From an optimization exercise on the open Yosys and OpenROAD flow, aimed at small area and a short achievable clock period; shortcuts taken in it are not production practice.
In this exercise RTL edits were held to simulation tests only and were not proved equivalent to the original.
Power is estimated from default activity; no workload was simulated.

==> flow/design.v <==
module PE (
    input  wire         Clock,
    input  wire         rst_n,
    input  wire         data_clear,
    input  wire         en_b_shift_bottom,
    input  wire         en_shift_right,
    input  wire         en_shift_bottom,
    input  wire [3:0]   step,        
    input  wire         busy,        
    input  wire         valid,       
    input  wire [15:0]  b_in,
    input  wire [15:0]  a_in,
    input  wire [15:0]  ps_in,
    output wire [15:0]  a_shift_to_right,
    output wire [15:0]  b_shift_to_bottom,
    output wire [15:0]  partial_sum_to_bottom
);
    reg [15:0] a_reg;
    reg [15:0] b_reg;
    reg [15:0] acc;
    reg [15:0] ps_reg;
    always @(posedge Clock)
        if (en_shift_right) a_reg <= a_in;
    always @(posedge Clock)
        if (en_b_shift_bottom) b_reg <= b_in;
    assign a_shift_to_right  = a_reg;
    assign b_shift_to_bottom = b_reg;
    wire [4:0] bsel = ({5{step[0]}} & b_reg[15:11])
                    | ({5{step[1]}} & b_reg[11:7])
                    | ({5{step[2]}} & b_reg[7:3])
                    | ({5{step[3]}} & {b_reg[3:0], 1'b0});
    wire [5:0] dnext = {bsel[4] & ~(bsel[3] & bsel[2]),                                    
                        (bsel[4] & ~bsel[3] & ~bsel[2]) | (~bsel[4] & bsel[3] & bsel[2]),  
                        bsel[3] ^ bsel[2],                                                 
                        bsel[2] & ~(bsel[1] & bsel[0]),                                    
                        (bsel[2] & ~bsel[1] & ~bsel[0]) | (~bsel[2] & bsel[1] & bsel[0]),  
                        bsel[1] ^ bsel[0]};                                                
    reg  [5:0] dq;
    always @(posedge Clock)
        dq <= dnext & {6{valid}};
    wire one_l = dq[0], two_l = dq[1], neg_l = dq[2];
    wire one_h = dq[3], two_h = dq[4], neg_h = dq[5];
    reg  [2:0]  cq;
    wire [15:0] a2  = {a_reg[14:0], 1'b0};
    wire [15:0] rl  = (({16{one_l}} & a_reg) | ({16{two_l}} & a2)) ^ {16{neg_l}};
    wire [15:0] rh  = (({16{one_h}} & a_reg) | ({16{two_h}} & a2)) ^ {16{neg_h}};
    wire [15:0] r0  = {acc[11:0], 1'b0, neg_h, 1'b0, neg_l};
    wire [15:0] r2  = {rh[13:0], 2'b00};
    wire [15:0] s1  = r0 ^ rl ^ r2;
    wire [15:0] c1  = {(r0[14:0] & rl[14:0]) | (r0[14:0] & r2[14:0]) | (rl[14:0] & r2[14:0]), 1'b0};
    wire [4:0]  b0  = {1'b0, s1[3:0]}   + {1'b0, c1[3:0]};
    wire [4:0]  b1  = {1'b0, s1[7:4]}   + {1'b0, c1[7:4]};
    wire [4:0]  b2  = {1'b0, s1[11:8]} + {1'b0, c1[11:8]} + {4'b0000, cq[0]};
    wire [3:0]  b3  = s1[15:12] + c1[15:12] + {3'b000, cq[1]};
    wire [15:0] step_sum = {b3, b2[3:0], b1[3:0], b0[3:0]};
    wire [15:0] acc_inc = acc + {3'd0, cq[2], 3'd0, cq[1], 3'd0, cq[0], 4'd0};
    always @(posedge Clock or negedge rst_n) begin
        if (!rst_n) begin
            acc <= 16'd0;
            cq  <= 3'd0;
        end else if (data_clear) begin
            acc <= 16'd0;
            cq  <= 3'd0;
        end else if (busy) begin
            acc <= step_sum;
            cq  <= {b2[4], b1[4], b0[4]};
        end else begin
            acc <= acc_inc;
            cq  <= 3'd0;
        end
    end
    wire [15:0] ps_sum;
    assign ps_sum = ps_in + acc;
    always @(posedge Clock or negedge rst_n) begin
        if (!rst_n)
            ps_reg <= 16'd0;
        else if (data_clear)
            ps_reg <= 16'd0;
        else if (en_shift_bottom)
            ps_reg <= ps_sum;
    end
    assign partial_sum_to_bottom = ps_reg;
endmodule
`timescale 1ns / 1ps
module SystolicArray4x4 (
    input  wire         Clock,
    input  wire         rst_n,
    input  wire         data_clear,
    input  wire         en_b_shift_bottom,
    input  wire         en_shift_right,
    input  wire         en_shift_bottom,
    input  wire [63:0]  a_left_in_flat,
    input  wire [63:0]  b_top_in_flat,
    input  wire [63:0]  ps_top_in_flat,
    output wire [63:0]  ps_bottom_out_flat
);
    reg [3:0] nz_a;
    reg [3:0] nz_b;
    reg [3:0] step;
    reg       busy;
    wire [3:0] nz_a_next = data_clear ? 4'b0000 :
                           en_shift_right ? {nz_a[2:0], 1'b1} : nz_a;
    wire [3:0] nz_b_next = en_b_shift_bottom ? {nz_b[2:0], 1'b1} : nz_b;
    always @(posedge Clock or negedge rst_n) begin
        if (!rst_n) begin
            nz_a <= 4'b0000;
            nz_b <= 4'b0000;
        end else begin
            nz_a <= nz_a_next;
            nz_b <= nz_b_next;
        end
    end
    wire load = en_shift_right | en_b_shift_bottom;
    always @(posedge Clock or negedge rst_n) begin
        if (!rst_n) begin
            step <= 4'd0;
            busy <= 1'b0;
        end else if (data_clear) begin
            step <= 4'd0;
            busy <= 1'b0;
        end else if (load) begin
            step <= 4'b0001;
            busy <= 1'b0;
        end else begin
            step <= {step[2:0], 1'b0};
            busy <= |step;
        end
    end
    wire [15:0] a_wire  [0:3][0:3];
    wire [15:0] b_wire  [0:3][0:3];
    wire [15:0] ps_wire [0:3][0:3];
    genvar r, c;
    generate
        for (r = 0; r < 4; r = r + 1) begin : ROW_BLOCK
            for (c = 0; c < 4; c = c + 1) begin : COL_BLOCK
                wire [15:0] a_in  = (c == 0) ? a_left_in_flat[16*r +: 16] : a_wire[r][c-1];
                wire [15:0] b_in  = (r == 0) ? b_top_in_flat[16*c +: 16]  : b_wire[r-1][c];
                wire [15:0] ps_in = (r == 0) ? ps_top_in_flat[16*c +: 16] : ps_wire[r-1][c];
                PE u_pe (
                    .Clock                  (Clock),
                    .rst_n                  (rst_n),
                    .data_clear             (data_clear),
                    .en_b_shift_bottom      (en_b_shift_bottom),
                    .en_shift_right         (en_shift_right),
                    .en_shift_bottom        (en_shift_bottom),
                    .step                   (step),
                    .busy                   (busy),
                    .valid                  (nz_a[c] & nz_b[r]),
                    .b_in                   (b_in),
                    .a_in                   (a_in),
                    .ps_in                  (ps_in),
                    .a_shift_to_right       (a_wire[r][c]),
                    .b_shift_to_bottom      (b_wire[r][c]),
                    .partial_sum_to_bottom  (ps_wire[r][c])
                );
            end
        end
        for (c = 0; c < 4; c = c + 1) begin : OUT_MAP
            assign ps_bottom_out_flat[16*c +: 16] = ps_wire[3][c];
        end
    endgenerate
endmodule
clock: 5.8 ns
lec_check: 0
cap_margin: 20
core_margin: 2
core_utilization: 40
place_density: 0.6
setup_slack_margin: 3.1
slew_margin: 20
standard.sh (not shown) runs the stock make flow with config.mk's settings and CLKGATE_MAP_FILE= SYNTH_SCRIPT=/design/flow/synth_recipe.tcl, a recipe that flattens the netlist after the stock synthesis.
==> flow/flow/run.sh <==
#!/bin/bash
# Layout flow: the standard ORFS flow, with plain buffers (instead of
# delay cells) on the ports. Each step's full output goes to its own log here.
set -euo pipefail
bash standard.sh synth > flow_synth.log 2>&1
bash standard.sh 'BUFFER_PORTS_ARGS=-buffer_cell sky130_fd_sc_hd__buf_2' finish > flow_layout.log 2>&1
Rerun with:
Settings changed: CTS_CLUSTER_DIAMETER from default to 60, CTS_CLUSTER_SIZE from default to 25, SETUP_SLACK_MARGIN 3.1 to 3.0.
Effect:
- sequential power hardly moves
- count of clock-buffer cells in the layout fell by 58
- sequential share of layout area goes up by 0.83 points
- via count fell by 1.4%
- flip-flop and latch count is unchanged
- utilization shrinks by 1.2 points
Rerun with:
Settings changed: CTS_CLUSTER_DIAMETER 60 to default, CTS_CLUSTER_SIZE 25 to default, PLACE_DENSITY 0.6 to 0.7.
Outcome: Sequential power is about the same; first-iteration DRC count went up by 8.4%; hold slack loses 0.097 ns; combinational power hardly moves; flip-flop and latch count is unchanged; non-clock buffer count fell by 5; die area is unchanged.


Setup of job 8571:
RTL: the design.v shown in full above, as it stands there.
==> flow/config.mk <==
export PLATFORM = sky130hd
export DESIGN_NAME = SystolicArray4x4
export DESIGN_NICKNAME = SystolicArray4x4
export VERILOG_FILES = /design/flow/design.v
export SDC_FILE = /design/flow/constraint.sdc
export NUM_CORES = 4
export LEC_CHECK = 0
export CAP_MARGIN = 20
export CORE_MARGIN = 2
export CORE_UTILIZATION = 40
export PLACE_DENSITY = 0.5
export SETUP_SLACK_MARGIN = 3.0
export SLEW_MARGIN = 20
==> flow/constraint.sdc <==
create_clock -name core_clock -period 5.8 [get_ports {Clock}]
set_input_delay 1.1600 -clock core_clock [delete_from_list [all_inputs] [get_ports {Clock}]]
set_output_delay 1.1600 -clock core_clock [all_outputs]
set_load 0.01 [all_outputs]
Scripts as last shown in full above: flow/flow/run.sh
#### Input delta (job 5610 over job 8571)
-- flow/config.mk --
<<< job 8571, line 10
export CORE_UTILIZATION = 40
export PLACE_DENSITY = 0.5
export SETUP_SLACK_MARGIN = 3.0
>>> job 5610, line 10
export CORE_UTILIZATION = 40
export CTS_BUF_LIST = sky130_fd_sc_hd__clkbuf_8
export PLACE_DENSITY = 0.6
export SETUP_SLACK_MARGIN = 3.0
Job 5610 completed end to end with timing, DRC and antenna clean.
On job 5610: hold slack is 0.091 ns lower than what job 8571 gave.
Job 5610 — worst setup slack 0.0070 ns lower, job 8571 as reference
Comparing job 8571 with job 5610, the post-route clock period utilization came out essentially unchanged.
What job 1079 does differently from job 5610 at the input level:
-- flow/config.mk --
<<< job 5610, line 10
export CORE_UTILIZATION = 40
export CTS_BUF_LIST = sky130_fd_sc_hd__clkbuf_8
export PLACE_DENSITY = 0.6
>>> job 1079, line 10
export CORE_UTILIZATION = 40
export PLACE_DENSITY = 0.6
<<< job 5610, line 14
export SLEW_MARGIN = 20
>>> job 1079, line 13
export SLEW_MARGIN = 20
export TNS_END_PERCENT = 20
### Flow results
Job 1079 ended up with a higher sequential share of layout area than job 5610 did. In job 1079 relative to job 5610, count of non-filler cells in the finished layout had gone down by a few percent. Delta(count of clock buffers in the final design, job 1079 - job 5610) < 0. Of job 1079 and job 5610, it is job 1079 that has the lower critical path depth. The final HPWL from detailed placement in job 1079 sits 0.55% above the value recorded for job 5610. Fmax in job 1079 vs job 5610: down about 5%. The utilization reported for job 1079 is smaller than that of job 5610 by 0.54 points. Between job 5610 and job 1079, average via count per standard cell increased. Job 5610 vs job 1079, beginning of the critical path: ROW_BLOCK[0].COL_BLOCK[2].u_pe.a_reg[12]$_DFFE_PP_ vs data_clear. Between job 5610 and job 1079, final cycle utilization of the critical path is higher for job 1079, job 5610 comes in under that.


RTL: the design.v shown in full above, as it stands there.
Settings: LEC_CHECK=0, CAP_MARGIN=5, CORE_MARGIN=2, CORE_UTILIZATION=40, PLACE_DENSITY=0.6, SETUP_SLACK_MARGIN=3.0, SLEW_MARGIN=5; clock period 5.8 ns.
Scripts as last shown in full above: flow/flow/run.sh
Edit:
- CAP_MARGIN: 5 -> 20
- SLEW_MARGIN: 5 -> 20
=>
- routed wire length is unchanged
- power is unchanged
- via count stays the same
- sequential cell count does not change
- clock power hardly moves
- die area does not change
- critical path depth does not change
- cell count stays the same
- synthesized cell count does not change

## afterwards: timing with drivers on the ports
Ports are ideal in the flow. The routed layouts listed here were re-timed in OpenROAD.
Step 1 assumes that a clkbuf_16 drives the clock port and a buf_2 every other input.
Step 2, shift: input delay + t, output delay - t, t = (earliest + latest rising clock arrival at the registers) / 2. This alone moves slack from input paths to output paths.
Three values: ideal, step 1, step 2; two values: the first two.
run	shift t [ns]	setup slack, ns	hold WS [ns]	clock arrival spread, ns	slew at the worst register clock pin (ns)
the first run of note 1	0.879	3.061 / 3.061 / 2.379	0.385 / 0.358 / 0.441	0.029 / 0.028	0.07 / 0.07
the second run of note 1	0.867	2.947 / 2.947 / 2.336	0.440 / 0.440 / 0.440	0.039 / 0.039	0.09 / 0.09
the third run of note 1	0.859	2.967 / 2.967 / 2.177	0.342 / 0.311 / 0.445	0.025 / 0.024	0.07 / 0.07
job 8571	0.885	3.034 / 3.034 / 2.393	0.412 / 0.377 / 0.442	0.040 / 0.041	0.07 / 0.07
job 5610	1.024	3.027 / 3.014 / 2.033	0.322 / 0.297 / 0.433	0.051 / 0.051	0.07 / 0.07
job 1079	0.867	2.883 / 2.885 / 2.045	0.369 / 0.335 / 0.438	0.043 / 0.044	0.07 / 0.07
the first run of note 3	0.862	3.007 / 3.007 / 2.337	0.434 / 0.434 / 0.434	0.032 / 0.032	0.06 / 0.06
the second run of note 3	0.862	3.007 / 3.007 / 2.337	0.434 / 0.434 / 0.434	0.032 / 0.032	0.06 / 0.06
After both steps every run listed still meets setup and hold. The setup slack of job 5610, which loses most, moves by -0.013 ns with the drivers and by -0.994 ns with both steps.
